From an optimization exercise on the open Yosys and OpenROAD flow, aimed at small area; shortcuts taken in it are not production practice.
Only simulation tests tie the RTL to the original design; equivalence was not proved.
No activity file was given, so power comes from the tool's default toggle rates.

lane 1:
==> flow/design.v (excerpt) <==
module MIPS_CP1_13(
  input clk,
        rst,
  output [7:0]  imem_addr,
  input  [31:0] imem_rdata,
  output        dmem_re,
  output        dmem_we,
  output [31:0] dmem_addr,
  output [31:0] dmem_wdata,
  input  [31:0] dmem_rdata
);
For scale: about 6,800 cells after synthesis, roughly 2,300 flip-flops, about 140 I/O pins, roughly 100,000 um^2 of cells after synthesis.
export LEC_CHECK = 0
export CAP_MARGIN = 20
export CELL_PAD_IN_SITES_DETAIL_PLACEMENT = 1
export CELL_PAD_IN_SITES_GLOBAL_PLACEMENT = 1
export CORE_MARGIN = 2
export CORE_UTILIZATION = 45
export CTS_BUF_LIST = sky130_fd_sc_hd__clkbuf_8
export CTS_CLUSTER_DIAMETER = 80
export CTS_CLUSTER_SIZE = 15
export PLACE_DENSITY = 0.55
export SLEW_MARGIN = 20
export SYNTH_HIERARCHICAL = 1
export SYNTH_MINIMUM_KEEP_SIZE = 0
create_clock -name core_clock -period 10.0 [get_ports {clk}]
standard.sh (not shown) runs the stock make flow with config.mk's settings and CLKGATE_MAP_FILE= SYNTH_SCRIPT=/design/flow/synth_recipe.tcl, a recipe that flattens the netlist after the stock synthesis.
==> flow/flow/run.sh <==
#!/bin/bash
# Layout flow: the standard ORFS flow (standard.sh, unchanged synthesis,
# floorplan, power grid, placement, routing), with two placement/CTS options:
#  - port buffers use the smallest buffer cell (sky130_fd_sc_hd__buf_1)
#  - clock tree synthesis without dummy balancing loads, with the same
#    sink clustering as config.mk asks for
# The full make/ORFS output goes to flow_standard.log in the work folder;
# ORFS's per-step logs stay under orfs/logs/.
set -euo pipefail
LOG="$PWD/flow_standard.log"
if ! bash standard.sh \
    "BUFFER_PORTS_ARGS=-buffer_cell sky130_fd_sc_hd__buf_1" \
    "CTS_ARGS=-sink_clustering_enable -repair_clock_nets -dont_use_dummy_load -sink_clustering_size 15 -sink_clustering_max_diameter 80 -buf_list {sky130_fd_sc_hd__clkbuf_8}" \
    finish > "$LOG" 2>&1; then
  tail -50 "$LOG"
  exit 1
fi
tail -5 "$LOG"
Lane 1: flow completed, timing, DRC and antenna clean
Inputs modified between lane 1 and lane 5:
- PLACE_DENSITY changed from 0.55 to 0.65
- CORE_UTILIZATION changed from 45 to 55
Results
- Between lane 5 and lane 1, the routed length on met1 is higher for lane 1.
- Per the comparison of lane 5 with lane 1, half-perimeter wire length after placement now sits lower, final design area excluding fillers now sits lower, total routed wirelength now sits lower, non-clock buffer total of the final layout now sits lower.
- Critical path data required time for lane 5 is lower than for lane 1.
- Comparing lane 1 with lane 5, the flip-flop and latch power came out essentially unchanged.
- Compared with lane 1, multi-input combinational cell area in lane 5 decreased slightly.
- NOTE: total instance count after detailed placement in lane 5 falls short of that of lane 1
- Sort lane 5 and lane 1 by global-route usage desc -> top: lane 5

========
Starting RTL as in the previous note.
Settings: LEC_CHECK=0, CAP_MARGIN=20, CELL_PAD_IN_SITES_DETAIL_PLACEMENT=1, CELL_PAD_IN_SITES_GLOBAL_PLACEMENT=1, CORE_MARGIN=2, CORE_UTILIZATION=50, CTS_BUF_LIST=sky130_fd_sc_hd__clkbuf_8, CTS_CLUSTER_DIAMETER=80, CTS_CLUSTER_SIZE=15, PLACE_DENSITY=0.6, SLEW_MARGIN=20, SYNTH_HIERARCHICAL=1, SYNTH_MINIMUM_KEEP_SIZE=0; clock period 10.0 ns.
Scripts as last shown in full above: flow/flow/run.sh
==> next run, changes <==
--- a/flow/config.mk
+++ b/flow/config.mk
@@ -11,3 +11,3 @@
 export CORE_MARGIN = 2
-export CORE_UTILIZATION = 50
+export CORE_UTILIZATION = 35
 export CTS_BUF_LIST = sky130_fd_sc_hd__clkbuf_8
@@ -15,3 +15,3 @@
 export CTS_CLUSTER_SIZE = 15
-export PLACE_DENSITY = 0.6
+export PLACE_DENSITY = 0.5
 export SLEW_MARGIN = 20
Result: Design area rises by 1.6%; clock power is higher by 6.9%; total power increases by 2.1%; sequential share of layout area is lower by 0.97 points; combinational power went up by about 3%; final cell count grows by 11%.

## static timing again, ports no longer ideal
The flow's constraints put no driver on any port. The routed layouts listed below were extracted and timed again, unchanged, in two steps.
Step 1 assumes that a clkbuf_16 drives the clock port and a buf_2 every other input.
Step 2 moves the port delays by t, midway between the first and last clock arrival at a register: inputs arrive t later, outputs are due t later. That takes back most of the time a late clock gives input paths.
a / b / c = no drivers / after step 1 / after step 2; a / b = the first two.
run | shift t [ns] | slack for setup (ns) | worst setup path after step 2 | worst register clock-pin slew, ns
lane 1 | 1.075 | 1.529 / 1.529 / 1.529 | register to register | 0.11 / 0.11
lane 5 | 1.073 | 1.621 / 1.621 / 1.621 | register to register | 0.12 / 0.12
the first run of note 2 | 1.069 | 1.466 / 1.466 / 1.466 | register to register | 0.12 / 0.12
the second run of note 2 | 1.131 | 1.595 / 1.595 / 1.595 | register to register | 0.11 / 0.11
After both steps setup and hold are still met in every run listed.
